Background: an optimization exercise with open tools, aiming at small area. Do not read the settings as production practice. The RTL was checked by simulation tests, not by an equivalence proof against the original design. Power figures rest on the tool's default switching activity, not on a simulated workload.

==> flow/design.v (outline; a module is shown in full before it is edited, if it fits) <==
// module activation: 50 lines
// module act_lane: 2538 lines
// module act_ctrl: 131 lines
// module g_a211o: 3 lines
// module g_a221o: 3 lines
// module g_a222oi: 3 lines
// module g_a22o: 3 lines
// module g_a311oi: 3 lines
// module g_a31o: 3 lines
// module g_a31oi: 3 lines
// module g_a32o: 3 lines
// module g_a32oi: 3 lines
// module g_a41o: 3 lines
// module g_and2: 3 lines
// module g_and3: 3 lines
// module g_and3b: 3 lines
// module g_and4: 3 lines
// module g_and4b: 3 lines
// module g_inv: 3 lines
// module g_nand2: 3 lines
// module g_nand2b: 3 lines
// module g_nand3: 3 lines
// module g_nand3b: 3 lines
// module g_nand4: 3 lines
// module g_nand4bb: 3 lines
// module g_nor2: 3 lines
// module g_o2111a: 3 lines
// module g_o21a: 3 lines
// module g_o21ai: 3 lines
// module g_o21bai: 3 lines
// module g_o221a: 3 lines
// module g_o22a: 3 lines
// module g_o22ai: 3 lines
// module g_o311a: 3 lines
// module g_o311ai: 3 lines
// module g_or2: 3 lines
// module g_or3: 3 lines
// module g_or4: 3 lines
// module g_xor2: 3 lines
module activation
    #(
        parameter int MATRIX_WIDTH = 14
    )(
        input   logic clk,
        input   logic rst,
        input   logic enable,
        input   logic [3:0] activation_function,
        input   logic is_signed,
        input   logic [32*MATRIX_WIDTH-1:0] data_in,
        output  logic [8*MATRIX_WIDTH-1:0] data_out
    );
  // ...
==> flow/flow/run.sh <==
#!/bin/bash
# The standard layout, except that the port buffers are the smallest buffer
# (sky130_fd_sc_hd__buf_1) instead of the default choice (a delay cell).
# make's full output goes to standard.log; ORFS's own logs are under orfs/logs/.
set -euo pipefail
bash standard.sh "BUFFER_PORTS_ARGS=-buffer_cell sky130_fd_sc_hd__buf_1" finish > standard.log 2>&1
==> flow/standard.sh <==
#!/bin/bash
# synth_recipe.tcl (not shown) runs the flow's synth.tcl, then flattens the netlist and writes it again
# the make line also repeats each setting of config.mk as NAME=value (left out here)
make -C /OpenROAD-flow-scripts/flow DESIGN_CONFIG=/design/flow/config.mk WORK_HOME=/design/flow/orfs CLKGATE_MAP_FILE= SYNTH_SCRIPT=/design/flow/synth_recipe.tcl "${@:-finish}"
==> flow/config.mk <==
export PLATFORM = sky130hd
export DESIGN_NAME = activation
export DESIGN_NICKNAME = activation
export VERILOG_FILES = /design/flow/design.v
export SDC_FILE = /design/flow/constraint.sdc
export NUM_CORES = 4
export LEC_CHECK = 0
export CAP_MARGIN = 5
export CORE_MARGIN = 2
export CORE_UTILIZATION = 40
export CTS_BUF_LIST = sky130_fd_sc_hd__clkbuf_4
export GPL_TIMING_DRIVEN = 0
export SETUP_SLACK_MARGIN = 0.1
export SLEW_MARGIN = 5
export SYNTH_HIERARCHICAL = 1
==> flow/constraint.sdc <==
create_clock -name core_clock -period 5.0 [get_ports {clk}]
set_input_delay 1.0000 -clock core_clock [delete_from_list [all_inputs] [get_ports {clk}]]
set_output_delay 1.0000 -clock core_clock [all_outputs]
set_load 0.01 [all_outputs]
==> metrics.md, run 1 <==
| Metric | Value |
|---|---|
| Share of layout cells above drive strength 1 | `4.77%` |
| Root Driver | `clkbuf_4` |
| Drt pass-1 iters | `13` |
| Post-Place Cells | `7279` |
| Final setup viols | `0` |
| Switch share | `39.7%` |
| Worst r2r src | `v2` |
| Grt total ovfl | `0` |
| Buffers & Inverters on Critical Path | `6` |
| GRT Util Overall | `30.9%` |
| PnR Total Power | `8.89 mW` |
| Hold depth | `2` |
| Ys flop type | `dfxtp_1` |
| Met3 routed WL | `15200 µm` |
| Minimum clock period | `4.77 ns` |
| Status | `complete, no violations` |
| Gpl congestion | `0.978` |
| Avg Cell Area, Syn | `6.25 µm²` |
| Worst Hold Class | `primary input to register` |
| Ranking of synthesized cells by area | `dfxtp_1, o21ai_1, nor2_1` |
| Place WS | `-0.949 ns` |
| FF-to-FF setup slack | `3.43 ns` |
| Hold wc startpoint | `data_in[440]` |
| Comb power | `3.16 mW` |
| Synth Register Bits | `338` |
| Longest Clk Path Bufs | `3` |
| Synth cell types | `38` |
| Final clock-cell share | `3.00%` |
| Uppermost layer routed | `met5` |
==> run 2, diff against run 1 <==
==> flow/design.v (replaced) <==
module activation
    #(
        parameter int MATRIX_WIDTH = 14
    )(
        input   logic clk,
        input   logic rst,
        input   logic enable,
        input   logic [3:0] activation_function,
        input   logic is_signed,
        input   logic [32*MATRIX_WIDTH-1:0] data_in,
        output  logic [8*MATRIX_WIDTH-1:0] data_out
    );
    logic v1, v2;
    logic v1_d, v2_d;
    logic s_rs, s_ru, s_ss, s_su, s_x, s_h, en, hn, k3, h3;
    act_ctrl ctrl (
        .rst(rst), .enable(enable), .sgn(is_signed), .af(activation_function),
        .v1(v1), .v2(v2),
        .s_rs(s_rs), .s_ru(s_ru), .s_ss(s_ss), .s_su(s_su), .s_x(s_x), .s_h(s_h),
        .en(en), .hn(hn), .k3(k3), .h3(h3), .v1_d(v1_d), .v2_d(v2_d)
    );
    always_ff @(posedge clk)
    begin
        v1 <= v1_d;
        v2 <= v2_d;
    end
    logic [7:0] st1 [MATRIX_WIDTH-1:0];
    logic [7:0] st2 [MATRIX_WIDTH-1:0];
    logic [7:0] st3 [MATRIX_WIDTH-1:0];
    genvar g;
    generate
        for (g = 0; g < MATRIX_WIDTH; g++) begin : lane
            logic [7:0] d1, d2, d3;
            act_lane l (
                .x(data_in[32*g +: 32]),
                .s_rs(s_rs), .s_ru(s_ru), .s_ss(s_ss), .s_su(s_su), .s_x(s_x), .s_h(s_h),
                .en(en), .hn(hn), .k3(k3), .h3(h3),
                .q1(st1[g]), .q2(st2[g]), .q3(st3[g]),
                .d1(d1), .d2(d2), .d3(d3)
            );
            always_ff @(posedge clk)
            begin
                st1[g] <= d1;
                st2[g] <= d2;
                st3[g] <= d3;
            end
            assign data_out[8*g +: 8] = st3[g];
        end
    endgenerate
endmodule
module act_lane(x, s_rs, s_ru, s_ss, s_su, s_x, s_h, en, hn, k3, h3, q1, q2, q3, d1, d2, d3);
  input [31:0] x;
  wire [31:0] x;
  input s_rs;
  wire s_rs;
  input s_ru;
  wire s_ru;
  input s_ss;
  wire s_ss;
  input s_su;
  wire s_su;
  input s_x;
  wire s_x;
  input s_h;
  wire s_h;
  input en;
  wire en;
  input hn;
  wire hn;
  input k3;
  wire k3;
  input h3;
  wire h3;
  input [7:0] q1;
  wire [7:0] q1;
  input [7:0] q2;
  wire [7:0] q2;
  input [7:0] q3;
  wire [7:0] q3;
  output [7:0] d1;
  wire [7:0] d1;
  output [7:0] d2;
  wire [7:0] d2;
  output [7:0] d3;
  wire [7:0] d3;
  wire _000_;
  wire _001_;
  wire _002_;
  wire _003_;
  wire _004_;
  wire _005_;
  wire _006_;
  wire _007_;
  wire _008_;
  wire _009_;
  wire _010_;
  wire _011_;
  wire _012_;
  wire _013_;
  wire _014_;
  wire _015_;
  wire _016_;
  wire _017_;
  wire _018_;
  wire _019_;
  wire _020_;
  wire _021_;
  wire _022_;
  wire _023_;
  wire _024_;
  wire _025_;
  wire _026_;
  wire _027_;
  wire _028_;
  wire _029_;
  wire _030_;
  wire _031_;
  wire _032_;
  wire _033_;
  wire _034_;
  wire _035_;
  wire _036_;
  wire _037_;
  wire _038_;
  wire _039_;
  wire _040_;
  wire _041_;
  wire _042_;
  wire _043_;
  wire _044_;
  wire _045_;
  wire _046_;
  wire _047_;
  wire _048_;
  wire _049_;
  wire _050_;
  wire _051_;
  wire _052_;
  wire _053_;
  wire _054_;
  wire _055_;
  wire _056_;
  wire _057_;
  wire _058_;
  wire _059_;
  wire _060_;
  wire _061_;
  wire _062_;
  wire _063_;
  wire _064_;
  wire _065_;
  wire _066_;
  wire _067_;
  wire _068_;
  wire _069_;
  wire _070_;
  wire _071_;
  wire _072_;
  wire _073_;
  wire _074_;
  wire _075_;
  wire _076_;
  wire _077_;
  wire _078_;
  wire _079_;
  wire _080_;
  wire _081_;
  wire _082_;
  wire _083_;
  wire _084_;
  wire _085_;
  wire _086_;
  wire _087_;
  wire _088_;
  wire _089_;
  wire _090_;
  wire _091_;
  wire _092_;
  wire _093_;
  wire _094_;
  wire _095_;
  wire _096_;
  wire _097_;
  wire _098_;
  wire _099_;
  wire _100_;
  wire _101_;
  wire _102_;
  wire _103_;
  wire _104_;
  wire _105_;
  wire _106_;
  wire _107_;
  wire _108_;
  wire _109_;
  wire _110_;
  wire _111_;
  wire _112_;
  wire _113_;
  wire _114_;
  wire _115_;
  wire _116_;
  wire _117_;
  wire _118_;
  wire _119_;
  wire _120_;
  wire _121_;
  wire _122_;
  wire _123_;
  wire _124_;
  wire _125_;
  wire _126_;
  wire _127_;
  wire _128_;
  wire _129_;
  wire _130_;
  wire _131_;
  wire _132_;
  wire _133_;
  wire _134_;
  wire _135_;
  wire _136_;
  wire _137_;
  wire _138_;
  wire _139_;
  wire _140_;
  wire _141_;
  wire _142_;
  wire _143_;
  wire _144_;
  wire _145_;
  wire _146_;
  wire _147_;
  wire _148_;
  wire _149_;
  wire _150_;
  wire _151_;
  wire _152_;
  wire _153_;
  wire _154_;
  wire _155_;
  wire _156_;
  wire _157_;
  wire _158_;
  wire _159_;
  wire _160_;
  wire _161_;
  wire _162_;
  wire _163_;
  wire _164_;
  wire _165_;
  wire _166_;
  wire _167_;
  wire _168_;
  wire _169_;
  wire _170_;
  wire _171_;
  wire _172_;
  wire _173_;
  wire _174_;
  wire _175_;
  wire _176_;
  wire _177_;
  wire _178_;
  wire _179_;
  wire _180_;
  wire _181_;
  wire _182_;
  wire _183_;
  wire _184_;
  wire _185_;
  wire _186_;
  wire _187_;
  wire _188_;
  wire _189_;
  wire _190_;
  wire _191_;
  wire _192_;
  wire _193_;
  wire _194_;
  wire _195_;
  wire _196_;
  wire _197_;
  wire _198_;
  wire _199_;
  wire _200_;
  wire _201_;
  wire _202_;
  wire _203_;
  wire _204_;
  wire _205_;
  wire _206_;
  wire _207_;
  wire _208_;
  wire _209_;
  wire _210_;
  wire _211_;
  wire _212_;
  wire _213_;
  wire _214_;
  wire _215_;
  wire _216_;
  wire _217_;
  wire _218_;
  wire _219_;
  wire _220_;
  wire _221_;
  wire _222_;
  wire _223_;
  wire _224_;
  wire _225_;
  wire _226_;
  wire _227_;
  wire _228_;
  wire _229_;
  wire _230_;
  wire _231_;
  wire _232_;
  wire _233_;
  wire _234_;
  wire _235_;
  wire _236_;
  wire _237_;
  wire _238_;
  wire _239_;
  wire _240_;
  wire _241_;
  wire _242_;
  wire _243_;
  wire _244_;
  wire _245_;
  wire _246_;
  wire _247_;
  wire _248_;
  wire _249_;
  wire _250_;
  wire _251_;
  wire _252_;
  wire _253_;
  wire _254_;
  wire _255_;
  wire _256_;
  wire _257_;
  wire _258_;
  wire _259_;
  wire _260_;
  wire _261_;
  wire _262_;
  wire _263_;
  wire _264_;
  wire _265_;
  wire _266_;
  wire _267_;
  wire _268_;
  wire _269_;
  wire _270_;
  wire _271_;
  wire _272_;
  wire _273_;
  wire _274_;
  wire _275_;
  wire _276_;
  wire _277_;
  wire _278_;
  wire _279_;
  wire _280_;
  wire _281_;
  wire _282_;
  wire _283_;
  wire _284_;
  wire _285_;
  wire _286_;
  wire _287_;
  wire _288_;
  wire _289_;
  wire _290_;
  wire _291_;
  wire _292_;
  wire _293_;
  wire _294_;
  wire _295_;
  wire _296_;
  wire _297_;
  wire _298_;
  wire _299_;
  wire _300_;
  wire _301_;
  wire _302_;
  wire _303_;
  wire _304_;
  wire _305_;
  wire _306_;
  wire _307_;
  wire _308_;
  wire _309_;
  wire _310_;
  wire _311_;
  wire _312_;
  wire _313_;
  wire _314_;
  wire _315_;
  wire _316_;
  wire _317_;
  wire _318_;
  wire _319_;
  wire _320_;
  wire _321_;
  wire _322_;
  wire _323_;
  wire _324_;
  wire _325_;
  wire _326_;
  wire _327_;
  wire _328_;
  wire _329_;
  wire _330_;
  wire _331_;
  wire _332_;
  wire _333_;
  wire _334_;
  wire _335_;
  wire _336_;
  wire _337_;
  wire _338_;
  wire _339_;
  wire _340_;
  wire _341_;
  wire _342_;
  wire _343_;
  wire _344_;
  wire _345_;
  wire _346_;
  wire _347_;
  wire [7:0] cy;
  wire [9:0] \tab_s.i ;
  g_inv _348_ (
    .A(x[16]),
    .Y(_335_)
  );
  g_inv _349_ (
    .A(x[18]),
    .Y(_336_)
  );
  g_inv _350_ (
    .A(x[19]),
    .Y(_337_)
  );
  g_inv _351_ (
    .A(x[24]),
    .Y(_338_)
  );
  g_inv _352_ (
    .A(x[27]),
    .Y(_339_)
  );
  g_inv _353_ (
    .A(x[10]),
    .Y(_340_)
  );
  g_inv _354_ (
    .A(x[11]),
    .Y(_341_)
  );
  g_inv _355_ (
    .A(x[12]),
    .Y(_342_)
  );
  g_inv _356_ (
    .A(x[13]),
    .Y(_343_)
  );
  g_inv _357_ (
    .A(x[14]),
    .Y(_344_)
  );
  g_inv _358_ (
    .A(x[15]),
    .Y(_345_)
  );
  g_inv _359_ (
    .A(x[31]),
    .Y(_346_)
  );
  g_inv _360_ (
    .A(s_x),
    .Y(_347_)
  );
  g_a22o _361_ (
    .A1(q2[6]),
    .A2(hn),
    .B1(q1[6]),
    .B2(en),
    .X(d2[6])
  );
  g_a22o _362_ (
    .A1(hn),
    .A2(q2[5]),
    .B1(en),
    .B2(q1[5]),
    .X(d2[5])
  );
  g_a22o _363_ (
    .A1(hn),
    .A2(q2[4]),
    .B1(en),
    .B2(q1[4]),
    .X(d2[4])
  );
  g_a22o _364_ (
    .A1(hn),
    .A2(q2[3]),
    .B1(en),
    .B2(q1[3]),
    .X(d2[3])
  );
  g_a22o _365_ (
    .A1(hn),
    .A2(q2[2]),
    .B1(en),
    .B2(q1[2]),
    .X(d2[2])
  );
  g_a22o _366_ (
    .A1(hn),
    .A2(q2[1]),
    .B1(en),
    .B2(q1[1]),
    .X(d2[1])
  );
  g_a22o _367_ (
    .A1(hn),
    .A2(q2[0]),
    .B1(en),
    .B2(q1[0]),
    .X(d2[0])
  );
  g_nor2 _368_ (
    .A(_340_),
    .B(_341_),
    .Y(_000_)
  );
  g_inv _369_ (
    .A(_000_),
    .Y(_001_)
  );
  g_nor2 _370_ (
    .A(_342_),
    .B(_001_),
    .Y(_002_)
  );
  g_inv _371_ (
    .A(_002_),
    .Y(_003_)
  );
  g_nor2 _372_ (
    .A(_343_),
    .B(_003_),
    .Y(_004_)
  );
  g_inv _373_ (
    .A(_004_),
    .Y(_005_)
  );
  g_nor2 _374_ (
    .A(_344_),
    .B(_005_),
    .Y(_006_)
  );
  g_nand2 _375_ (
    .A(x[15]),
    .B(_006_),
    .Y(_007_)
  );
  g_nor2 _376_ (
    .A(_335_),
    .B(_007_),
    .Y(_008_)
  );
  g_a21o _377_ (
    .A1(_335_),
    .A2(_007_),
    .B1(_008_),
    .X(_009_)
  );
  g_inv _378_ (
    .A(_009_),
    .Y(_010_)
  );
  g_o22ai _379_ (
    .A1(_344_),
    .A2(_005_),
    .B1(x[14]),
    .B2(_004_),
    .Y(_011_)
  );
  g_inv _380_ (
    .A(_011_),
    .Y(_012_)
  );
  g_nand2 _381_ (
    .A(x[17]),
    .B(_008_),
    .Y(_013_)
  );
  g_nor2 _382_ (
    .A(_336_),
    .B(_013_),
    .Y(_014_)
  );
  g_a21o _383_ (
    .A1(_336_),
    .A2(_013_),
    .B1(_014_),
    .X(_015_)
  );
  g_inv _384_ (
    .A(_015_),
    .Y(_016_)
  );
  g_o21ai _385_ (
    .A1(x[10]),
    .A2(x[11]),
    .B1(_001_),
    .Y(_017_)
  );
  g_inv _386_ (
    .A(_017_),
    .Y(_018_)
  );
  g_o21ai _387_ (
    .A1(x[15]),
    .A2(_006_),
    .B1(_007_),
    .Y(_019_)
  );
  g_inv _388_ (
    .A(_019_),
    .Y(_020_)
  );
  g_nor2 _389_ (
    .A(_011_),
    .B(_020_),
    .Y(_021_)
  );
  g_nand2 _390_ (
    .A(_017_),
    .B(_021_),
    .Y(_022_)
  );
  g_o21ai _391_ (
    .A1(x[17]),
    .A2(_008_),
    .B1(_013_),
    .Y(_023_)
  );
  g_inv _392_ (
    .A(_023_),
    .Y(_024_)
  );
  g_o21ai _393_ (
    .A1(x[12]),
    .A2(_000_),
    .B1(_003_),
    .Y(_025_)
  );
  g_inv _394_ (
    .A(_025_),
    .Y(_026_)
  );
  g_nor2 _395_ (
    .A(_024_),
    .B(_025_),
    .Y(_027_)
  );
  g_a31oi _396_ (
    .A1(_017_),
    .A2(_021_),
    .A3(_027_),
    .B1(_016_),
    .Y(_028_)
  );
  g_o21ai _397_ (
    .A1(x[13]),
    .A2(_002_),
    .B1(_005_),
    .Y(_029_)
  );
  g_inv _398_ (
    .A(_029_),
    .Y(_030_)
  );
  g_nor2 _399_ (
    .A(_009_),
    .B(_019_),
    .Y(_031_)
  );
  g_inv _400_ (
    .A(_031_),
    .Y(_032_)
  );
  g_nor2 _401_ (
    .A(_009_),
    .B(_030_),
    .Y(_033_)
  );
  g_inv _402_ (
    .A(_033_),
    .Y(_034_)
  );
  g_nor2 _403_ (
    .A(_020_),
    .B(_033_),
    .Y(_035_)
  );
  g_o21ai _404_ (
    .A1(_031_),
    .A2(_035_),
    .B1(_029_),
    .Y(_036_)
  );
  g_nor2 _405_ (
    .A(_010_),
    .B(_017_),
    .Y(_037_)
  );
  g_nand3 _406_ (
    .A(_023_),
    .B(_037_),
    .C(_011_),
    .Y(_038_)
  );
  g_nor2 _407_ (
    .A(x[13]),
    .B(_017_),
    .Y(_039_)
  );
  g_nor2 _408_ (
    .A(_024_),
    .B(_039_),
    .Y(_040_)
  );
  g_inv _409_ (
    .A(_040_),
    .Y(_041_)
  );
  g_nor2 _410_ (
    .A(_012_),
    .B(_020_),
    .Y(_042_)
  );
  g_inv _411_ (
    .A(_042_),
    .Y(_043_)
  );
  g_nand2 _412_ (
    .A(_040_),
    .B(_042_),
    .Y(_044_)
  );
  g_nand2 _413_ (
    .A(_009_),
    .B(_012_),
    .Y(_045_)
  );
  g_nand2 _414_ (
    .A(_009_),
    .B(_021_),
    .Y(_046_)
  );
  g_nand4 _415_ (
    .A(_038_),
    .B(_046_),
    .C(_036_),
    .D(_044_),
    .Y(_047_)
  );
  g_nor2 _416_ (
    .A(_342_),
    .B(_017_),
    .Y(_048_)
  );
  g_inv _417_ (
    .A(_048_),
    .Y(_049_)
  );
  g_nand2 _418_ (
    .A(_011_),
    .B(_032_),
    .Y(_050_)
  );
  g_nor2 _419_ (
    .A(_012_),
    .B(_026_),
    .Y(_051_)
  );
  g_nor2 _420_ (
    .A(_042_),
    .B(_051_),
    .Y(_052_)
  );
  g_nand3 _421_ (
    .A(_030_),
    .B(_045_),
    .C(_052_),
    .Y(_053_)
  );
  g_o21ai _422_ (
    .A1(_031_),
    .A2(_053_),
    .B1(_024_),
    .Y(_054_)
  );
  g_a222oi _423_ (
    .A1(_047_),
    .A2(_049_),
    .B1(_026_),
    .B2(_054_),
    .C1(_041_),
    .C2(_050_),
    .Y(_055_)
  );
  g_nor2 _424_ (
    .A(_026_),
    .B(_030_),
    .Y(_056_)
  );
  g_o22ai _425_ (
    .A1(_020_),
    .A2(_033_),
    .B1(_011_),
    .B2(_056_),
    .Y(_057_)
  );
  g_o21ai _426_ (
    .A1(_042_),
    .A2(_057_),
    .B1(_039_),
    .Y(_058_)
  );
  g_nor2 _427_ (
    .A(_009_),
    .B(_012_),
    .Y(_059_)
  );
  g_nor2 _428_ (
    .A(_019_),
    .B(_059_),
    .Y(_060_)
  );
  g_nor2 _429_ (
    .A(_018_),
    .B(_026_),
    .Y(_061_)
  );
  g_nor2 _430_ (
    .A(_029_),
    .B(_061_),
    .Y(_062_)
  );
  g_nand2 _431_ (
    .A(_011_),
    .B(_034_),
    .Y(_063_)
  );
  g_nor2 _432_ (
    .A(_012_),
    .B(_037_),
    .Y(_064_)
  );
  g_nand2 _433_ (
    .A(_062_),
    .B(_064_),
    .Y(_065_)
  );
  g_o21ai _434_ (
    .A1(_011_),
    .A2(_033_),
    .B1(_060_),
    .Y(_066_)
  );
  g_nand3 _435_ (
    .A(_065_),
    .B(_066_),
    .C(_058_),
    .Y(_067_)
  );
  g_a31oi _436_ (
    .A1(_061_),
    .A2(_063_),
    .A3(_019_),
    .B1(_067_),
    .Y(_068_)
  );
  g_inv _437_ (
    .A(_068_),
    .Y(_069_)
  );
  g_o21ai _438_ (
    .A1(_012_),
    .A2(_019_),
    .B1(_010_),
    .Y(_070_)
  );
  g_a222oi _439_ (
    .A1(x[13]),
    .A2(_002_),
    .B1(_343_),
    .B2(_003_),
    .C1(_024_),
    .C2(_070_),
    .Y(_071_)
  );
  g_nor2 _440_ (
    .A(_020_),
    .B(_071_),
    .Y(_072_)
  );
  g_a31o _441_ (
    .A1(_023_),
    .A2(_072_),
    .A3(_068_),
    .B1(_028_),
    .X(_073_)
  );
  g_nand3 _442_ (
    .A(x[13]),
    .B(_048_),
    .C(_021_),
    .Y(_074_)
  );
  g_inv _443_ (
    .A(_074_),
    .Y(_075_)
  );
  g_o21ai _444_ (
    .A1(_027_),
    .A2(_075_),
    .B1(_047_),
    .Y(_076_)
  );
  g_nor2 _445_ (
    .A(_016_),
    .B(_024_),
    .Y(_077_)
  );
  g_or3 _446_ (
    .A(_034_),
    .B(_047_),
    .C(_077_),
    .X(_078_)
  );
  g_nand4b _447_ (
    .A_N(_055_),
    .B(_078_),
    .C(_073_),
    .D(_076_),
    .Y(_079_)
  );
  g_nor2 _448_ (
    .A(_012_),
    .B(_030_),
    .Y(_080_)
  );
  g_inv _449_ (
    .A(_080_),
    .Y(_081_)
  );
  g_nand2 _450_ (
    .A(_020_),
    .B(_081_),
    .Y(_082_)
  );
  g_a41o _451_ (
    .A1(_009_),
    .A2(_023_),
    .A3(_082_),
    .A4(_079_),
    .B1(_028_),
    .X(_083_)
  );
  g_o21ai _452_ (
    .A1(_024_),
    .A2(_070_),
    .B1(_071_),
    .Y(_084_)
  );
  g_nand3b _453_ (
    .A_N(_072_),
    .B(_055_),
    .C(_084_),
    .Y(_085_)
  );
  g_o21ai _454_ (
    .A1(_020_),
    .A2(_048_),
    .B1(_080_),
    .Y(_086_)
  );
  g_nand3 _455_ (
    .A(_033_),
    .B(_086_),
    .C(_022_),
    .Y(_087_)
  );
  g_a32o _456_ (
    .A1(_032_),
    .A2(_046_),
    .A3(_024_),
    .B1(_077_),
    .B2(_087_),
    .X(_088_)
  );
  g_and3 _457_ (
    .A(_083_),
    .B(_088_),
    .C(_085_),
    .X(_089_)
  );
  g_nor2 _458_ (
    .A(_012_),
    .B(_089_),
    .Y(_090_)
  );
  g_nor2 _459_ (
    .A(_009_),
    .B(_090_),
    .Y(_091_)
  );
  g_or3 _460_ (
    .A(x[28]),
    .B(x[30]),
    .C(x[29]),
    .X(_092_)
  );
  g_nor2 _461_ (
    .A(x[25]),
    .B(x[26]),
    .Y(_093_)
  );
  g_nor2 _462_ (
    .A(x[20]),
    .B(x[23]),
    .Y(_094_)
  );
  g_nand4 _463_ (
    .A(_338_),
    .B(_339_),
    .C(_093_),
    .D(_094_),
    .Y(_095_)
  );
  g_or4 _464_ (
    .A(x[21]),
    .B(x[22]),
    .C(_092_),
    .D(_095_),
    .X(_096_)
  );
  g_nor2 _465_ (
    .A(x[31]),
    .B(_096_),
    .Y(_097_)
  );
  g_nand2 _466_ (
    .A(_337_),
    .B(_097_),
    .Y(_098_)
  );
  g_and3 _467_ (
    .A(x[28]),
    .B(x[30]),
    .C(x[29]),
    .X(_099_)
  );
  g_nand4 _468_ (
    .A(x[24]),
    .B(x[25]),
    .C(x[26]),
    .D(x[27]),
    .Y(_100_)
  );
  g_nand4 _469_ (
    .A(x[20]),
    .B(x[21]),
    .C(x[22]),
    .D(x[23]),
    .Y(_101_)
  );
  g_nor2 _470_ (
    .A(_100_),
    .B(_101_),
    .Y(_102_)
  );
  g_and3 _471_ (
    .A(x[31]),
    .B(_102_),
    .C(_099_),
    .X(_103_)
  );
  g_nor2 _472_ (
    .A(_014_),
    .B(_098_),
    .Y(_104_)
  );
  g_nand3 _473_ (
    .A(x[16]),
    .B(x[17]),
    .C(x[18]),
    .Y(_105_)
  );
  g_nor2 _474_ (
    .A(_337_),
    .B(_105_),
    .Y(_106_)
  );
  g_a31oi _475_ (
    .A1(x[19]),
    .A2(_014_),
    .A3(_103_),
    .B1(_104_),
    .Y(_107_)
  );
  g_or3 _476_ (
    .A(_016_),
    .B(_024_),
    .C(_107_),
    .X(_108_)
  );
  g_o21ai _477_ (
    .A1(_091_),
    .A2(_108_),
    .B1(s_su),
    .Y(_109_)
  );
  g_nand3 _478_ (
    .A(_099_),
    .B(_106_),
    .C(_102_),
    .Y(_110_)
  );
  g_and2 _479_ (
    .A(x[8]),
    .B(x[7]),
    .X(_111_)
  );
  g_nand2 _480_ (
    .A(x[9]),
    .B(_111_),
    .Y(_112_)
  );
  g_nor2 _481_ (
    .A(_340_),
    .B(_112_),
    .Y(_113_)
  );
  g_inv _482_ (
    .A(_113_),
    .Y(_114_)
  );
  g_nor2 _483_ (
    .A(_341_),
    .B(_114_),
    .Y(_115_)
  );
  g_inv _484_ (
    .A(_115_),
    .Y(_116_)
  );
  g_nor2 _485_ (
    .A(_342_),
    .B(_116_),
    .Y(_117_)
  );
  g_inv _486_ (
    .A(_117_),
    .Y(_118_)
  );
  g_nor2 _487_ (
    .A(_343_),
    .B(_118_),
    .Y(_119_)
  );
  g_nand2 _488_ (
    .A(x[14]),
    .B(_119_),
    .Y(_120_)
  );
  g_inv _489_ (
    .A(_120_),
    .Y(_121_)
  );
  g_nor2 _490_ (
    .A(_345_),
    .B(_120_),
    .Y(_122_)
  );
  g_inv _491_ (
    .A(_122_),
    .Y(_123_)
  );
  g_nor2 _492_ (
    .A(_110_),
    .B(_123_),
    .Y(_124_)
  );
  g_and2 _493_ (
    .A(x[31]),
    .B(_124_),
    .X(_125_)
  );
  g_nor2 _494_ (
    .A(x[31]),
    .B(_124_),
    .Y(_126_)
  );
  g_o21a _495_ (
    .A1(_125_),
    .A2(_126_),
    .B1(s_rs),
    .X(_127_)
  );
  g_nor2 _496_ (
    .A(x[14]),
    .B(_119_),
    .Y(_128_)
  );
  g_nor2 _497_ (
    .A(_121_),
    .B(_128_),
    .Y(_129_)
  );
  g_nor2 _498_ (
    .A(x[15]),
    .B(_121_),
    .Y(_130_)
  );
  g_and4b _499_ (
    .A_N(_096_),
    .B(_337_),
    .C(_335_),
    .D(_077_),
    .X(_131_)
  );
  g_nor2 _500_ (
    .A(_122_),
    .B(_130_),
    .Y(_132_)
  );
  g_a31oi _501_ (
    .A1(_345_),
    .A2(_120_),
    .A3(_131_),
    .B1(_124_),
    .Y(_133_)
  );
  g_o21ai _502_ (
    .A1(_129_),
    .A2(_133_),
    .B1(_127_),
    .Y(_134_)
  );
  g_a31oi _503_ (
    .A1(_346_),
    .A2(_123_),
    .A3(_131_),
    .B1(_125_),
    .Y(_135_)
  );
  g_o21ai _504_ (
    .A1(_129_),
    .A2(_135_),
    .B1(s_ru),
    .Y(_136_)
  );
  g_nor2 _505_ (
    .A(_097_),
    .B(_103_),
    .Y(_137_)
  );
  g_inv _506_ (
    .A(_137_),
    .Y(_138_)
  );
  g_nand4 _507_ (
    .A(x[12]),
    .B(x[13]),
    .C(x[14]),
    .D(x[15]),
    .Y(_139_)
  );
  g_o31a _508_ (
    .A1(_341_),
    .A2(_110_),
    .A3(_139_),
    .B1(_346_),
    .X(_140_)
  );
  g_o21a _509_ (
    .A1(_138_),
    .A2(_140_),
    .B1(s_ss),
    .X(_141_)
  );
  g_nand2 _510_ (
    .A(x[17]),
    .B(_346_),
    .Y(_142_)
  );
  g_o21ai _511_ (
    .A1(x[17]),
    .A2(_346_),
    .B1(_142_),
    .Y(_143_)
  );
  g_inv _512_ (
    .A(_143_),
    .Y(_144_)
  );
  g_o22ai _513_ (
    .A1(_345_),
    .A2(x[31]),
    .B1(x[15]),
    .B2(_346_),
    .Y(_145_)
  );
  g_inv _514_ (
    .A(_145_),
    .Y(_146_)
  );
  g_nand2 _515_ (
    .A(_144_),
    .B(_146_),
    .Y(_147_)
  );
  g_o22ai _516_ (
    .A1(_336_),
    .A2(x[31]),
    .B1(x[18]),
    .B2(_346_),
    .Y(_148_)
  );
  g_o22ai _517_ (
    .A1(_337_),
    .A2(x[31]),
    .B1(x[19]),
    .B2(_346_),
    .Y(_149_)
  );
  g_nor2 _518_ (
    .A(_148_),
    .B(_149_),
    .Y(_150_)
  );
  g_inv _519_ (
    .A(_150_),
    .Y(_151_)
  );
  g_o22ai _520_ (
    .A1(x[16]),
    .A2(x[31]),
    .B1(_335_),
    .B2(_346_),
    .Y(_152_)
  );
  g_inv _521_ (
    .A(_152_),
    .Y(_153_)
  );
  g_o22ai _522_ (
    .A1(x[12]),
    .A2(x[31]),
    .B1(_342_),
    .B2(_346_),
    .Y(_154_)
  );
  g_o22ai _523_ (
    .A1(x[11]),
    .A2(x[31]),
    .B1(_341_),
    .B2(_346_),
    .Y(_155_)
  );
  g_nor2 _524_ (
    .A(_154_),
    .B(_155_),
    .Y(_156_)
  );
  g_inv _525_ (
    .A(_156_),
    .Y(_157_)
  );
  g_o22ai _526_ (
    .A1(x[13]),
    .A2(x[31]),
    .B1(_343_),
    .B2(_346_),
    .Y(_158_)
  );
  g_inv _527_ (
    .A(_158_),
    .Y(_159_)
  );
  g_nor2 _528_ (
    .A(_156_),
    .B(_159_),
    .Y(_160_)
  );
  g_nor2 _529_ (
    .A(_145_),
    .B(_160_),
    .Y(_161_)
  );
  g_inv _530_ (
    .A(_161_),
    .Y(_162_)
  );
  g_o21ai _531_ (
    .A1(_157_),
    .A2(_158_),
    .B1(_145_),
    .Y(_163_)
  );
  g_o22ai _532_ (
    .A1(x[14]),
    .A2(x[31]),
    .B1(_344_),
    .B2(_346_),
    .Y(_164_)
  );
  g_inv _533_ (
    .A(_164_),
    .Y(_165_)
  );
  g_and2 _534_ (
    .A(_163_),
    .B(_165_),
    .X(_166_)
  );
  g_nor2 _535_ (
    .A(_161_),
    .B(_166_),
    .Y(_167_)
  );
  g_nand2 _536_ (
    .A(_144_),
    .B(_150_),
    .Y(_168_)
  );
  g_o22ai _537_ (
    .A1(_167_),
    .A2(_168_),
    .B1(_151_),
    .B2(_153_),
    .Y(_169_)
  );
  g_nand3 _538_ (
    .A(_144_),
    .B(_146_),
    .C(_169_),
    .Y(_170_)
  );
  g_nand2 _539_ (
    .A(_154_),
    .B(_155_),
    .Y(_171_)
  );
  g_nor2 _540_ (
    .A(_159_),
    .B(_171_),
    .Y(_172_)
  );
  g_nand2 _541_ (
    .A(_164_),
    .B(_172_),
    .Y(_173_)
  );
  g_o21ai _542_ (
    .A1(_170_),
    .A2(_173_),
    .B1(x[31]),
    .Y(_174_)
  );
  g_a222oi _543_ (
    .A1(q1[6]),
    .A2(s_h),
    .B1(x[30]),
    .B2(s_x),
    .C1(_141_),
    .C2(_174_),
    .Y(_175_)
  );
  g_nand4 _544_ (
    .A(_136_),
    .B(_175_),
    .C(_134_),
    .D(_109_),
    .Y(d1[6])
  );
  g_o21ai _545_ (
    .A1(_055_),
    .A2(_084_),
    .B1(_089_),
    .Y(_176_)
  );
  g_nand3 _546_ (
    .A(_009_),
    .B(_023_),
    .C(_081_),
    .Y(_177_)
  );
  g_nand2 _547_ (
    .A(_176_),
    .B(_177_),
    .Y(_178_)
  );
  g_nor2 _548_ (
    .A(_043_),
    .B(_178_),
    .Y(_179_)
  );
  g_a211o _549_ (
    .A1(_060_),
    .A2(_178_),
    .B1(_108_),
    .C1(_179_),
    .X(_180_)
  );
  g_nand2 _550_ (
    .A(s_su),
    .B(_180_),
    .Y(_181_)
  );
  g_nor2 _551_ (
    .A(_153_),
    .B(_164_),
    .Y(_182_)
  );
  g_inv _552_ (
    .A(_182_),
    .Y(_183_)
  );
  g_a221o _553_ (
    .A1(_145_),
    .A2(_182_),
    .B1(_146_),
    .B2(_183_),
    .C1(_168_),
    .X(_184_)
  );
  g_nand2 _554_ (
    .A(_170_),
    .B(_184_),
    .Y(_185_)
  );
  g_a21o _555_ (
    .A1(_153_),
    .A2(_185_),
    .B1(_168_),
    .X(_186_)
  );
  g_nand2 _556_ (
    .A(_174_),
    .B(_186_),
    .Y(_187_)
  );
  g_o21ai _557_ (
    .A1(_174_),
    .A2(_186_),
    .B1(_187_),
    .Y(_188_)
  );
  g_o21ai _558_ (
    .A1(_137_),
    .A2(_188_),
    .B1(_141_),
    .Y(_189_)
  );
  g_o22ai _559_ (
    .A1(_343_),
    .A2(_117_),
    .B1(x[13]),
    .B2(_118_),
    .Y(_190_)
  );
  g_o21ai _560_ (
    .A1(_133_),
    .A2(_190_),
    .B1(_127_),
    .Y(_191_)
  );
  g_o21ai _561_ (
    .A1(_135_),
    .A2(_190_),
    .B1(s_ru),
    .Y(_192_)
  );
  g_nand4 _562_ (
    .A(_181_),
    .B(_189_),
    .C(_191_),
    .D(_192_),
    .Y(_193_)
  );
  g_a221o _563_ (
    .A1(x[29]),
    .A2(s_x),
    .B1(q1[5]),
    .B2(s_h),
    .C1(_193_),
    .X(d1[5])
  );
  g_nor2 _564_ (
    .A(_144_),
    .B(_160_),
    .Y(_194_)
  );
  g_a32oi _565_ (
    .A1(_157_),
    .A2(_171_),
    .A3(_144_),
    .B1(_165_),
    .B2(_194_),
    .Y(_195_)
  );
  g_and2 _566_ (
    .A(_159_),
    .B(_171_),
    .X(_196_)
  );
  g_nor2 _567_ (
    .A(_172_),
    .B(_196_),
    .Y(_197_)
  );
  g_nand3b _568_ (
    .A_N(_197_),
    .B(_166_),
    .C(_195_),
    .Y(_198_)
  );
  g_o21ai _569_ (
    .A1(_159_),
    .A2(_171_),
    .B1(_145_),
    .Y(_199_)
  );
  g_nor2 _570_ (
    .A(_164_),
    .B(_199_),
    .Y(_200_)
  );
  g_nand2 _571_ (
    .A(_198_),
    .B(_200_),
    .Y(_201_)
  );
  g_nor2 _572_ (
    .A(_144_),
    .B(_145_),
    .Y(_202_)
  );
  g_o21ai _573_ (
    .A1(_164_),
    .A2(_172_),
    .B1(_202_),
    .Y(_203_)
  );
  g_nand3 _574_ (
    .A(_152_),
    .B(_201_),
    .C(_203_),
    .Y(_204_)
  );
  g_o21ai _575_ (
    .A1(_163_),
    .A2(_194_),
    .B1(_162_),
    .Y(_205_)
  );
  g_nand2 _576_ (
    .A(_164_),
    .B(_205_),
    .Y(_206_)
  );
  g_nand3b _577_ (
    .A_N(_202_),
    .B(_206_),
    .C(_198_),
    .Y(_207_)
  );
  g_o22ai _578_ (
    .A1(_157_),
    .A2(_158_),
    .B1(_146_),
    .B2(_160_),
    .Y(_208_)
  );
  g_a221o _579_ (
    .A1(_160_),
    .A2(_165_),
    .B1(_164_),
    .B2(_208_),
    .C1(_143_),
    .X(_209_)
  );
  g_nor2 _580_ (
    .A(_207_),
    .B(_209_),
    .Y(_210_)
  );
  g_nand3 _581_ (
    .A(_157_),
    .B(_171_),
    .C(_210_),
    .Y(_211_)
  );
  g_nand2 _582_ (
    .A(_207_),
    .B(_209_),
    .Y(_212_)
  );
  g_and3 _583_ (
    .A(_143_),
    .B(_164_),
    .C(_199_),
    .X(_213_)
  );
  g_o21ai _584_ (
    .A1(_153_),
    .A2(_196_),
    .B1(_205_),
    .Y(_214_)
  );
  g_o21ai _585_ (
    .A1(_200_),
    .A2(_213_),
    .B1(_214_),
    .Y(_215_)
  );
  g_o21ai _586_ (
    .A1(_195_),
    .A2(_204_),
    .B1(_215_),
    .Y(_216_)
  );
  g_a31oi _587_ (
    .A1(_204_),
    .A2(_212_),
    .A3(_211_),
    .B1(_216_),
    .Y(_217_)
  );
  g_inv _588_ (
    .A(_217_),
    .Y(_218_)
  );
  g_nor2 _589_ (
    .A(_164_),
    .B(_218_),
    .Y(_219_)
  );
  g_nor2 _590_ (
    .A(_165_),
    .B(_217_),
    .Y(_220_)
  );
  g_nand2 _591_ (
    .A(_153_),
    .B(_164_),
    .Y(_221_)
  );
  g_o311a _592_ (
    .A1(_144_),
    .A2(_220_),
    .A3(_219_),
    .B1(_197_),
    .C1(_221_),
    .X(_222_)
  );
  g_o21ai _593_ (
    .A1(_152_),
    .A2(_207_),
    .B1(_150_),
    .Y(_223_)
  );
  g_o21bai _594_ (
    .A1(_204_),
    .A2(_222_),
    .B1_N(_223_),
    .Y(_224_)
  );
  g_nand3 _595_ (
    .A(_200_),
    .B(_210_),
    .C(_153_),
    .Y(_225_)
  );
  g_nand2 _596_ (
    .A(_222_),
    .B(_225_),
    .Y(_226_)
  );
  g_nand3 _597_ (
    .A(_145_),
    .B(_173_),
    .C(_153_),
    .Y(_227_)
  );
  g_nand2 _598_ (
    .A(_165_),
    .B(_196_),
    .Y(_228_)
  );
  g_nand3 _599_ (
    .A(_146_),
    .B(_228_),
    .C(_152_),
    .Y(_229_)
  );
  g_nand3 _600_ (
    .A(_227_),
    .B(_229_),
    .C(_144_),
    .Y(_230_)
  );
  g_and3 _601_ (
    .A(_153_),
    .B(_164_),
    .C(_160_),
    .X(_231_)
  );
  g_o21ai _602_ (
    .A1(_148_),
    .A2(_231_),
    .B1(_230_),
    .Y(_232_)
  );
  g_nor2 _603_ (
    .A(_156_),
    .B(_165_),
    .Y(_233_)
  );
  g_a32oi _604_ (
    .A1(_144_),
    .A2(_165_),
    .A3(_153_),
    .B1(_143_),
    .B2(_233_),
    .Y(_234_)
  );
  g_a31oi _605_ (
    .A1(_147_),
    .A2(_153_),
    .A3(_195_),
    .B1(_197_),
    .Y(_235_)
  );
  g_o21ai _606_ (
    .A1(_145_),
    .A2(_234_),
    .B1(_235_),
    .Y(_236_)
  );
  g_nand3 _607_ (
    .A(_226_),
    .B(_236_),
    .C(_232_),
    .Y(_237_)
  );
  g_nor2 _608_ (
    .A(_148_),
    .B(_209_),
    .Y(_238_)
  );
  g_o21ai _609_ (
    .A1(_230_),
    .A2(_238_),
    .B1(_237_),
    .Y(_239_)
  );
  g_inv _610_ (
    .A(_239_),
    .Y(_240_)
  );
  g_nor2 _611_ (
    .A(_151_),
    .B(_239_),
    .Y(_241_)
  );
  g_nor2 _612_ (
    .A(x[31]),
    .B(_241_),
    .Y(_242_)
  );
  g_and3 _613_ (
    .A(_150_),
    .B(_218_),
    .C(_225_),
    .X(_243_)
  );
  g_o21ai _614_ (
    .A1(_242_),
    .A2(_243_),
    .B1(_346_),
    .Y(_244_)
  );
  g_nand2 _615_ (
    .A(_224_),
    .B(_244_),
    .Y(_245_)
  );
  g_nand2 _616_ (
    .A(_346_),
    .B(_245_),
    .Y(_246_)
  );
  g_o221a _617_ (
    .A1(_162_),
    .A2(_198_),
    .B1(_143_),
    .B2(_173_),
    .C1(_169_),
    .X(_247_)
  );
  g_o31a _618_ (
    .A1(_183_),
    .A2(_202_),
    .A3(_172_),
    .B1(_247_),
    .X(_248_)
  );
  g_nand2 _619_ (
    .A(_246_),
    .B(_248_),
    .Y(_249_)
  );
  g_o21ai _620_ (
    .A1(_246_),
    .A2(_248_),
    .B1(_249_),
    .Y(_250_)
  );
  g_o21ai _621_ (
    .A1(_344_),
    .A2(_250_),
    .B1(x[31]),
    .Y(_251_)
  );
  g_nor2 _622_ (
    .A(_170_),
    .B(_251_),
    .Y(_252_)
  );
  g_o21ai _623_ (
    .A1(x[31]),
    .A2(_185_),
    .B1(_138_),
    .Y(_253_)
  );
  g_o21bai _624_ (
    .A1(_184_),
    .A2(_250_),
    .B1_N(_253_),
    .Y(_254_)
  );
  g_o21ai _625_ (
    .A1(_252_),
    .A2(_254_),
    .B1(_141_),
    .Y(_255_)
  );
  g_nand2 _626_ (
    .A(x[16]),
    .B(_012_),
    .Y(_256_)
  );
  g_a311oi _627_ (
    .A1(_050_),
    .A2(_256_),
    .A3(_085_),
    .B1(_016_),
    .C1(_024_),
    .Y(_257_)
  );
  g_nand2 _628_ (
    .A(_043_),
    .B(_178_),
    .Y(_258_)
  );
  g_a32o _629_ (
    .A1(_009_),
    .A2(_015_),
    .A3(_258_),
    .B1(_074_),
    .B2(_257_),
    .X(_259_)
  );
  g_o21ai _630_ (
    .A1(_011_),
    .A2(_020_),
    .B1(_257_),
    .Y(_260_)
  );
  g_o21ai _631_ (
    .A1(_178_),
    .A2(_260_),
    .B1(_259_),
    .Y(_261_)
  );
  g_o21ai _632_ (
    .A1(_107_),
    .A2(_261_),
    .B1(s_su),
    .Y(_262_)
  );
  g_o22ai _633_ (
    .A1(_342_),
    .A2(_115_),
    .B1(x[12]),
    .B2(_116_),
    .Y(_263_)
  );
  g_o21ai _634_ (
    .A1(_133_),
    .A2(_263_),
    .B1(_127_),
    .Y(_264_)
  );
  g_o21ai _635_ (
    .A1(_135_),
    .A2(_263_),
    .B1(s_ru),
    .Y(_265_)
  );
  g_nand4 _636_ (
    .A(_255_),
    .B(_265_),
    .C(_264_),
    .D(_262_),
    .Y(_266_)
  );
  g_a221o _637_ (
    .A1(q1[4]),
    .A2(s_h),
    .B1(x[28]),
    .B2(s_x),
    .C1(_266_),
    .X(d1[4])
  );
  g_o21ai _638_ (
    .A1(_137_),
    .A2(_250_),
    .B1(_141_),
    .Y(_267_)
  );
  g_o21ai _639_ (
    .A1(_107_),
    .A2(_176_),
    .B1(s_su),
    .Y(_268_)
  );
  g_o22ai _640_ (
    .A1(_341_),
    .A2(_113_),
    .B1(x[11]),
    .B2(_114_),
    .Y(_269_)
  );
  g_o21ai _641_ (
    .A1(_133_),
    .A2(_269_),
    .B1(_127_),
    .Y(_270_)
  );
  g_o21ai _642_ (
    .A1(_135_),
    .A2(_269_),
    .B1(s_ru),
    .Y(_271_)
  );
  g_nand4 _643_ (
    .A(_267_),
    .B(_270_),
    .C(_271_),
    .D(_268_),
    .Y(_272_)
  );
  g_a221o _644_ (
    .A1(x[27]),
    .A2(s_x),
    .B1(q1[3]),
    .B2(s_h),
    .C1(_272_),
    .X(d1[3])
  );
  g_o21a _645_ (
    .A1(_224_),
    .A2(_244_),
    .B1(_245_),
    .X(_273_)
  );
  g_o21ai _646_ (
    .A1(_137_),
    .A2(_273_),
    .B1(_141_),
    .Y(_274_)
  );
  g_o21ai _647_ (
    .A1(_079_),
    .A2(_107_),
    .B1(s_su),
    .Y(_275_)
  );
  g_nand2 _648_ (
    .A(x[10]),
    .B(_112_),
    .Y(_276_)
  );
  g_o21ai _649_ (
    .A1(x[10]),
    .A2(_112_),
    .B1(_276_),
    .Y(_277_)
  );
  g_o21ai _650_ (
    .A1(_135_),
    .A2(_277_),
    .B1(s_ru),
    .Y(_278_)
  );
  g_o21ai _651_ (
    .A1(_133_),
    .A2(_277_),
    .B1(_127_),
    .Y(_279_)
  );
  g_nand4 _652_ (
    .A(_274_),
    .B(_275_),
    .C(_278_),
    .D(_279_),
    .Y(_280_)
  );
  g_a221o _653_ (
    .A1(x[26]),
    .A2(s_x),
    .B1(q1[2]),
    .B2(s_h),
    .C1(_280_),
    .X(d1[2])
  );
  g_nand2 _654_ (
    .A(_242_),
    .B(_243_),
    .Y(_281_)
  );
  g_o21ai _655_ (
    .A1(_242_),
    .A2(_243_),
    .B1(_281_),
    .Y(_282_)
  );
  g_or3 _656_ (
    .A(_149_),
    .B(_153_),
    .C(_143_),
    .X(_283_)
  );
  g_o21ai _657_ (
    .A1(_232_),
    .A2(_283_),
    .B1(_282_),
    .Y(_284_)
  );
  g_o21ai _658_ (
    .A1(_137_),
    .A2(_284_),
    .B1(_141_),
    .Y(_285_)
  );
  g_nand2 _659_ (
    .A(_051_),
    .B(_068_),
    .Y(_286_)
  );
  g_nor2 _660_ (
    .A(_045_),
    .B(_048_),
    .Y(_287_)
  );
  g_o21ai _661_ (
    .A1(_059_),
    .A2(_287_),
    .B1(_029_),
    .Y(_288_)
  );
  g_or2 _662_ (
    .A(_052_),
    .B(_086_),
    .X(_289_)
  );
  g_nand3 _663_ (
    .A(_286_),
    .B(_289_),
    .C(_288_),
    .Y(_290_)
  );
  g_nor2 _664_ (
    .A(_054_),
    .B(_290_),
    .Y(_291_)
  );
  g_nor2 _665_ (
    .A(_027_),
    .B(_030_),
    .Y(_292_)
  );
  g_nor2 _666_ (
    .A(_062_),
    .B(_292_),
    .Y(_293_)
  );
  g_nor2 _667_ (
    .A(_051_),
    .B(_293_),
    .Y(_294_)
  );
  g_nor2 _668_ (
    .A(_019_),
    .B(_294_),
    .Y(_295_)
  );
  g_and3 _669_ (
    .A(_025_),
    .B(_029_),
    .C(_017_),
    .X(_296_)
  );
  g_o22a _670_ (
    .A1(_075_),
    .A2(_295_),
    .B1(_009_),
    .B2(_296_),
    .X(_297_)
  );
  g_o21ai _671_ (
    .A1(_026_),
    .A2(_297_),
    .B1(_031_),
    .Y(_298_)
  );
  g_nor2 _672_ (
    .A(_018_),
    .B(_057_),
    .Y(_299_)
  );
  g_a211o _673_ (
    .A1(_018_),
    .A2(_057_),
    .B1(_031_),
    .C1(_299_),
    .X(_300_)
  );
  g_a31oi _674_ (
    .A1(_077_),
    .A2(_300_),
    .A3(_298_),
    .B1(_291_),
    .Y(_301_)
  );
  g_o21ai _675_ (
    .A1(_075_),
    .A2(_301_),
    .B1(_083_),
    .Y(_302_)
  );
  g_o21ai _676_ (
    .A1(_107_),
    .A2(_302_),
    .B1(s_su),
    .Y(_303_)
  );
  g_o21a _677_ (
    .A1(x[9]),
    .A2(_111_),
    .B1(_112_),
    .X(_304_)
  );
  g_o21ai _678_ (
    .A1(_133_),
    .A2(_304_),
    .B1(_127_),
    .Y(_305_)
  );
  g_o21ai _679_ (
    .A1(_135_),
    .A2(_304_),
    .B1(s_ru),
    .Y(_306_)
  );
  g_nand4 _680_ (
    .A(_285_),
    .B(_306_),
    .C(_305_),
    .D(_303_),
    .Y(_307_)
  );
  g_a221o _681_ (
    .A1(q1[1]),
    .A2(s_h),
    .B1(x[25]),
    .B2(s_x),
    .C1(_307_),
    .X(d1[1])
  );
  g_nand2 _682_ (
    .A(_242_),
    .B(_283_),
    .Y(_308_)
  );
  g_o21ai _683_ (
    .A1(_149_),
    .A2(_240_),
    .B1(_308_),
    .Y(_309_)
  );
  g_o21ai _684_ (
    .A1(_137_),
    .A2(_309_),
    .B1(_141_),
    .Y(_310_)
  );
  g_o21ai _685_ (
    .A1(_034_),
    .A2(_049_),
    .B1(_015_),
    .Y(_311_)
  );
  g_o21ai _686_ (
    .A1(_024_),
    .A2(_043_),
    .B1(_311_),
    .Y(_312_)
  );
  g_o21ai _687_ (
    .A1(_051_),
    .A2(_296_),
    .B1(_019_),
    .Y(_313_)
  );
  g_o21ai _688_ (
    .A1(_017_),
    .A2(_082_),
    .B1(_313_),
    .Y(_314_)
  );
  g_nor2 _689_ (
    .A(_009_),
    .B(_062_),
    .Y(_315_)
  );
  g_o21ai _690_ (
    .A1(_083_),
    .A2(_315_),
    .B1(_312_),
    .Y(_316_)
  );
  g_a41o _691_ (
    .A1(_010_),
    .A2(_023_),
    .A3(_314_),
    .A4(_083_),
    .B1(_316_),
    .X(_317_)
  );
  g_nor2 _692_ (
    .A(_020_),
    .B(_296_),
    .Y(_318_)
  );
  g_o21ai _693_ (
    .A1(_177_),
    .A2(_318_),
    .B1(_317_),
    .Y(_319_)
  );
  g_nor2 _694_ (
    .A(_054_),
    .B(_069_),
    .Y(_320_)
  );
  g_nor2 _695_ (
    .A(_297_),
    .B(_320_),
    .Y(_321_)
  );
  g_a211o _696_ (
    .A1(_297_),
    .A2(_320_),
    .B1(_321_),
    .C1(_317_),
    .X(_322_)
  );
  g_nand2 _697_ (
    .A(_319_),
    .B(_322_),
    .Y(_323_)
  );
  g_o21ai _698_ (
    .A1(_107_),
    .A2(_323_),
    .B1(s_su),
    .Y(_324_)
  );
  g_nor2 _699_ (
    .A(x[8]),
    .B(x[7]),
    .Y(_325_)
  );
  g_nor2 _700_ (
    .A(_111_),
    .B(_325_),
    .Y(_326_)
  );
  g_o21ai _701_ (
    .A1(_135_),
    .A2(_326_),
    .B1(s_ru),
    .Y(_327_)
  );
  g_o21ai _702_ (
    .A1(_133_),
    .A2(_326_),
    .B1(_127_),
    .Y(_328_)
  );
  g_nand2 _703_ (
    .A(q1[0]),
    .B(s_h),
    .Y(_329_)
  );
  g_o2111a _704_ (
    .A1(_338_),
    .A2(_347_),
    .B1(_328_),
    .C1(_329_),
    .D1(_327_),
    .X(_330_)
  );
  g_nand3 _705_ (
    .A(_310_),
    .B(_330_),
    .C(_324_),
    .Y(d1[0])
  );
  g_a22o _706_ (
    .A1(q3[6]),
    .A2(h3),
    .B1(q2[6]),
    .B2(k3),
    .X(d3[6])
  );
  g_a22o _707_ (
    .A1(h3),
    .A2(q3[5]),
    .B1(q2[5]),
    .B2(k3),
    .X(d3[5])
  );
  g_a22o _708_ (
    .A1(h3),
    .A2(q3[4]),
    .B1(q2[4]),
    .B2(k3),
    .X(d3[4])
  );
  g_a22o _709_ (
    .A1(h3),
    .A2(q3[3]),
    .B1(q2[3]),
    .B2(k3),
    .X(d3[3])
  );
  g_a22o _710_ (
    .A1(h3),
    .A2(q3[2]),
    .B1(q2[2]),
    .B2(k3),
    .X(d3[2])
  );
  g_a22o _711_ (
    .A1(h3),
    .A2(q3[1]),
    .B1(q2[1]),
    .B2(k3),
    .X(d3[1])
  );
  g_a22o _712_ (
    .A1(h3),
    .A2(q3[0]),
    .B1(q2[0]),
    .B2(k3),
    .X(d3[0])
  );
  g_a22o _713_ (
    .A1(h3),
    .A2(q3[7]),
    .B1(k3),
    .B2(q2[7]),
    .X(d3[7])
  );
  g_a22o _714_ (
    .A1(hn),
    .A2(q2[7]),
    .B1(en),
    .B2(q1[7]),
    .X(d2[7])
  );
  g_o21ai _715_ (
    .A1(_132_),
    .A2(_135_),
    .B1(s_ru),
    .Y(_331_)
  );
  g_nand2 _716_ (
    .A(s_h),
    .B(q1[7]),
    .Y(_332_)
  );
  g_o21ai _717_ (
    .A1(_346_),
    .A2(_347_),
    .B1(_332_),
    .Y(_333_)
  );
  g_nor2 _718_ (
    .A(s_su),
    .B(_333_),
    .Y(_334_)
  );
  g_nand2 _719_ (
    .A(_331_),
    .B(_334_),
    .Y(d1[7])
  );
  assign \tab_s.i [9] = x[31];
  assign cy[0] = x[10];
endmodule
module act_ctrl(rst, enable, sgn, af, v1, v2, s_rs, s_ru, s_ss, s_su, s_x, s_h, en, hn, k3, h3, v1_d, v2_d);
  input rst;
  wire rst;
  input enable;
  wire enable;
  input sgn;
  wire sgn;
  input [3:0] af;
  wire [3:0] af;
  input v1;
  wire v1;
  input v2;
  wire v2;
  output s_rs;
  wire s_rs;
  output s_ru;
  wire s_ru;
  output s_ss;
  wire s_ss;
  output s_su;
  wire s_su;
  output s_x;
  wire s_x;
  output s_h;
  wire s_h;
  output en;
  wire en;
  output hn;
  wire hn;
  output k3;
  wire k3;
  output h3;
  wire h3;
  output v1_d;
  wire v1_d;
  output v2_d;
  wire v2_d;
  wire _00_;
  wire _01_;
  wire _02_;
  wire _03_;
  wire _04_;
  wire _05_;
  wire _06_;
  wire _07_;
  g_inv _08_ (
    .A(enable),
    .Y(hn)
  );
  g_inv _09_ (
    .A(rst),
    .Y(_00_)
  );
  g_inv _10_ (
    .A(sgn),
    .Y(_01_)
  );
  g_and3 _11_ (
    .A(_00_),
    .B(v2),
    .C(enable),
    .X(k3)
  );
  g_nor2 _12_ (
    .A(enable),
    .B(v1),
    .Y(_02_)
  );
  g_nor2 _13_ (
    .A(rst),
    .B(_02_),
    .Y(v1_d)
  );
  g_nand2b _14_ (
    .A_N(af[2]),
    .B(af[0]),
    .Y(_03_)
  );
  g_nor2 _15_ (
    .A(af[1]),
    .B(_03_),
    .Y(_04_)
  );
  g_nor2 _16_ (
    .A(hn),
    .B(_04_),
    .Y(s_x)
  );
  g_nand3 _17_ (
    .A(enable),
    .B(af[3]),
    .C(_04_),
    .Y(_05_)
  );
  g_nor2 _18_ (
    .A(sgn),
    .B(_05_),
    .Y(s_su)
  );
  g_nor2 _19_ (
    .A(_01_),
    .B(_05_),
    .Y(s_ss)
  );
  g_o221a _20_ (
    .A1(hn),
    .A2(v1),
    .B1(enable),
    .B2(v2),
    .C1(_00_),
    .X(v2_d)
  );
  g_nor2 _21_ (
    .A(hn),
    .B(af[3]),
    .Y(_06_)
  );
  g_nand2 _22_ (
    .A(_04_),
    .B(_06_),
    .Y(_07_)
  );
  g_nor2 _23_ (
    .A(sgn),
    .B(_07_),
    .Y(s_ru)
  );
  g_nor2 _24_ (
    .A(enable),
    .B(rst),
    .Y(h3)
  );
  g_nor2 _25_ (
    .A(_01_),
    .B(_07_),
    .Y(s_rs)
  );
  assign en = enable;
  assign s_h = hn;
endmodule
module g_a211o (input logic A1, input logic A2, input logic B1, input logic C1, output logic X);
    assign X = (A1&A2) | (B1) | (C1);
endmodule
module g_a21o (input logic A1, input logic A2, input logic B1, output logic X);
    assign X = (A1&A2) | (B1);
endmodule
module g_a221o (input logic A1, input logic A2, input logic B1, input logic B2, input logic C1, output logic X);
    assign X = (B1&B2) | (A1&A2) | (C1);
endmodule
module g_a222oi (input logic A1, input logic A2, input logic B1, input logic B2, input logic C1, input logic C2, output logic Y);
    assign Y = (~A1&~B1&~C1) | (~A1&~B1&~C2) | (~A1&~B2&~C1) | (~A2&~B1&~C1) | (~A1&~B2&~C2) | (~A2&~B1&~C2) | (~A2&~B2&~C1) | (~A2&~B2&~C2);
endmodule
module g_a22o (input logic A1, input logic A2, input logic B1, input logic B2, output logic X);
    assign X = (B1&B2) | (A1&A2);
endmodule
module g_a311oi (input logic A1, input logic A2, input logic A3, input logic B1, input logic C1, output logic Y);
    assign Y = (~A1&~B1&~C1) | (~A2&~B1&~C1) | (~A3&~B1&~C1);
endmodule
module g_a31o (input logic A1, input logic A2, input logic A3, input logic B1, output logic X);
    assign X = (A1&A2&A3) | (B1);
endmodule
module g_a31oi (input logic A1, input logic A2, input logic A3, input logic B1, output logic Y);
    assign Y = (~A1&~B1) | (~A2&~B1) | (~A3&~B1);
endmodule
module g_a32o (input logic A1, input logic A2, input logic A3, input logic B1, input logic B2, output logic X);
    assign X = (A1&A2&A3) | (B1&B2);
endmodule
module g_a32oi (input logic A1, input logic A2, input logic A3, input logic B1, input logic B2, output logic Y);
    assign Y = (~A1&~B1) | (~A1&~B2) | (~A2&~B1) | (~A3&~B1) | (~A2&~B2) | (~A3&~B2);
endmodule
module g_a41o (input logic A1, input logic A2, input logic A3, input logic A4, input logic B1, output logic X);
    assign X = (A1&A2&A3&A4) | (B1);
endmodule
module g_and2 (input logic A, input logic B, output logic X);
    assign X = (A&B);
endmodule
module g_and3 (input logic A, input logic B, input logic C, output logic X);
    assign X = (A&B&C);
endmodule
module g_and4b (input logic A_N, input logic B, input logic C, input logic D, output logic X);
    assign X = (~A_N&B&C&D);
endmodule
module g_inv (input logic A, output logic Y);
    assign Y = (~A);
endmodule
module g_nand2 (input logic A, input logic B, output logic Y);
    assign Y = (~A) | (~B);
endmodule
module g_nand2b (input logic A_N, input logic B, output logic Y);
    assign Y = (A_N) | (~B);
endmodule
module g_nand3 (input logic A, input logic B, input logic C, output logic Y);
    assign Y = (~A) | (~B) | (~C);
endmodule
module g_nand3b (input logic A_N, input logic B, input logic C, output logic Y);
    assign Y = (A_N) | (~B) | (~C);
endmodule
module g_nand4 (input logic A, input logic B, input logic C, input logic D, output logic Y);
    assign Y = (~A) | (~B) | (~C) | (~D);
endmodule
module g_nand4b (input logic A_N, input logic B, input logic C, input logic D, output logic Y);
    assign Y = (A_N) | (~B) | (~C) | (~D);
endmodule
module g_nor2 (input logic A, input logic B, output logic Y);
    assign Y = (~A&~B);
endmodule
module g_o2111a (input logic A1, input logic A2, input logic B1, input logic C1, input logic D1, output logic X);
    assign X = (A1&B1&C1&D1) | (A2&B1&C1&D1);
endmodule
module g_o21a (input logic A1, input logic A2, input logic B1, output logic X);
    assign X = (A1&B1) | (A2&B1);
endmodule
module g_o21ai (input logic A1, input logic A2, input logic B1, output logic Y);
    assign Y = (~A1&~A2) | (~B1);
endmodule
module g_o21bai (input logic A1, input logic A2, input logic B1_N, output logic Y);
    assign Y = (~A1&~A2) | (B1_N);
endmodule
module g_o221a (input logic A1, input logic A2, input logic B1, input logic B2, input logic C1, output logic X);
    assign X = (A1&B1&C1) | (A2&B1&C1) | (A1&B2&C1) | (A2&B2&C1);
endmodule
module g_o22a (input logic A1, input logic A2, input logic B1, input logic B2, output logic X);
    assign X = (A1&B1) | (A2&B1) | (A1&B2) | (A2&B2);
endmodule
module g_o22ai (input logic A1, input logic A2, input logic B1, input logic B2, output logic Y);
    assign Y = (~B1&~B2) | (~A1&~A2);
endmodule
module g_o311a (input logic A1, input logic A2, input logic A3, input logic B1, input logic C1, output logic X);
    assign X = (A1&B1&C1) | (A2&B1&C1) | (A3&B1&C1);
endmodule
module g_o31a (input logic A1, input logic A2, input logic A3, input logic B1, output logic X);
    assign X = (A1&B1) | (A2&B1) | (A3&B1);
endmodule
module g_or2 (input logic A, input logic B, output logic X);
    assign X = (A) | (B);
endmodule
module g_or3 (input logic A, input logic B, input logic C, output logic X);
    assign X = (A) | (B) | (C);
endmodule
module g_or4 (input logic A, input logic B, input logic C, input logic D, output logic X);
    assign X = (A) | (B) | (C) | (D);
endmodule
==> flow/config.mk (replaced) <==
export PLATFORM = sky130hd
export DESIGN_NAME = activation
export DESIGN_NICKNAME = activation
export VERILOG_FILES = /design/flow/design.v
export SDC_FILE = /design/flow/constraint.sdc
export NUM_CORES = 4
export LEC_CHECK = 0
export CAP_MARGIN = 20
export CORE_MARGIN = 2
export CORE_UTILIZATION = 40
export CTS_BUF_LIST = sky130_fd_sc_hd__clkbuf_4
export GPL_TIMING_DRIVEN = 0
export SETUP_SLACK_MARGIN = 0.2
export SLEW_MARGIN = 20
export SYNTH_HIERARCHICAL = 1
==> run 2 against run 1 <==
Clock skew shrank 0.046 ns; maximum frequency grew 1.0%; sequential share of layout area shrank 0.67 points; synthesized cell count shrank 1.2%; global-route usage shrank 2.1 points; cell count grew 0.49%; area after synthesis shrank 3.6%; worst setup slack gained 0.049 ns; first-iteration DRC count shrank 14%; clock power grew 3%; wire length shrank 7.2%; hold slack lost 0.028 ns; critical path type unchanged; critical endpoint is now st1[10][4]; largest cell class unchanged; largest power group unchanged; highest routed layer is now met4.
==> metrics.md, run 2 <==
| Metric | Value |
|---|---|
| Max-Cap Viols | `0` |
| Cells after synthesis | `5566` |
| Gpl congestion | `0.971 (-0.79%)` |
| Ys flop type | `dfxtp_1` |
| Critical Path Slowest Stage Cell | `a41o_1` |
| Buffers & Inverters on Critical Path | `6 (unchanged)` |
| Largest net degree at the start of global routing | `61` |
| Fin Setup TNS | `0 ns` |
| Slew margin rel. | `39.9%` |
| Drt pass-1 iters | `8 (-5)` |
| Num rows | `106` |
| Ranking of synthesized cells by area | `dfxtp_1, o21ai_1, nor2_1` |
| Via density | `6.14` |
| Longest Clk Path Bufs | `3 (unchanged)` |
| Crit path kind | `primary input to register` |
| Number of enable flip-flop cells after synthesis | `0` |
| Final #Nets | `6754` |
| Grt total ovfl | `0 (unchanged)` |
| Post-synthesis xor/xnor area fraction | `0%` |
| Share of layout cells above drive strength 1 | `12.0% (+7.3 points)` |
| Multiplexer area fraction after synthesis | `0%` |
| Die Span Y | `295 µm` |
| Crit share post-route | `94.5%` |
| WL final | `138000 µm` |
| Synth cell types | `36 (-5.3%)` |
| Minimum clock period | `4.72 ns (-0.0486 ns)` |
| Area of the die | `87300 µm²` |
| Initial Utilization | `40.5%` |
| Place WS | `-1.41 ns (-0.457 ns)` |
| Final setup viols | `0 (unchanged)` |
| Top-count cell post-synth | `nor2_1` |
| Die Width | `295 µm` |
| Final setup margin | `0.277 ns` |
| # H-tree levels | `3` |
| Worst Hold Class | `primary input to register` |
| Sink Count | `338` |
| Initial antenna violation count | `11` |
| Root Driver | `clkbuf_4` |
| Avg Cell Area, Syn | `6.10 µm² (-2.4%)` |
| Final ANT Viol Nets | `0` |
| FMAX | `212 MHz` |
| Simple-Gate Fraction of Synth Area | `31.7%` |
| Warnings, synthesis | `13` |
| Synth Register Bits | `338 (unchanged)` |
| Port bufs | `469` |
| GRT Util Overall | `28.8% (-2.1 points)` |
| Syn Std Cell Area | `34000 µm²` |
| Core area | `83800 µm²` |
| Status | `complete, no violations` |
==> run 2: cell count changes after synthesis, sizes merged, moves of 53 or more <==
cell,previous run,this run
a32oi,84,28
o311ai,84,0
nor2,1197,1144
inv,843,689
o21ai,924,1050
nand2,434,575
o22a,70,14
o21a,113,56
nand3,169,253
==> run 2: metrics by stage <==
stage	instance area (µm²)	hold slack [ns]	util, %	total power [mW]	std cells
2_1_floorplan	34000	0.440	-	5.37	5566
3_3_place_gp	37200	0.452	44.3	6.30	7169
3_5_place_dp	37700	0.452	45.0	6.30	7192
4_1_cts	39100	0.214	46.7	9.09	7359
5_1_grt	42400	0.282	50.5	10.1	7509
6_report	42400	0.333	50.5	9.46	7512
==> run 2: logic make-up (layout without fill, tap and decap cells) <==
group,after synthesis,after routing
simple gates,2436,2436
compound gates,2101,2104
buf+inv,691,1490
flops,338,338
other cells,0,10
==> run 2: report_power, final <==
group,internal (mW),switching [mW]
Sequential,2.95,0.147
Combinational,1.33,2.31
Clock,1.45,1.27
==> run 2: what timing repair did <==
action | 4_1_cts | 5_1_grt
gates cloned | 0 | 10
setup buffers | 0 | 133
setup endpoints to repair | 56 | 79
gates resized for setup | 38 | 569
pin swaps | 0 | 44
==> run 2: worst reg2reg max path, delay by kind of cell (launching register included) <==
kind | cells | cell delay, ns
simple gates | 1 | 0.52
buf+inv | 1 | 0.28
compound gates | 1 | 0.27
flops | 1 | 0.35
==> run 2: final timing paths <==
path                            slack (ns)    startpoint          to  cells past startpoint
worst max register to register        3.48            v2   st3[0][1]                      3
worst max-delay path                  0.28  data_in[331]  st1[10][4]                     30
worst min-delay path                  0.33           rst          v1                      2
worst min register to register        0.47    st3[10][7]  st3[10][7]                      1
==> run 2: per-layer routing <==
metal | vias up | routed length [µm] | global-route usage [%]
met2 | 2508 | 63200 | 46.7
li1 | 22121 | - | -
met5 | - | 0 | 0
met4 | 0 | 4010 | 10.4
met1 | 21192 | 58600 | 39.0
met3 | 308 | 12100 | 3.83
==> run 2: area by class of cell <==
class	count	share of cell area, %
multi-input cells	4540	63.2
flip-flops and latches	338	16.0
repair buffers	625	8.00
inverters	689	6.29
well taps	1134	3.35
clock buffers	127	2.25
clock inverters	40	0.735
repair inverters	7	0.0945
diodes	10	0.0591
plain buffers	2	0.0532
==> run 2: per-module statistics from Yosys (local to each module, per instance), a selection <==
module / flip-flops and latches / copies in the design
g_a32o: 0 / 28
g_a221o: 0 / 98
g_inv: 0 / 689
g_o21ai: 0 / 1050
g_a21o: 0 / 42
g_a211o: 0 / 42
g_and2: 0 / 56

Check on run 2: ideal ports give 0.277 ns setup slack; a clkbuf_16 on the clock port and buf_2 on the inputs give 0.303 ns; moving port delays by the midpoint clock arrival (0.952 ns) as well gives -0.648 ns.
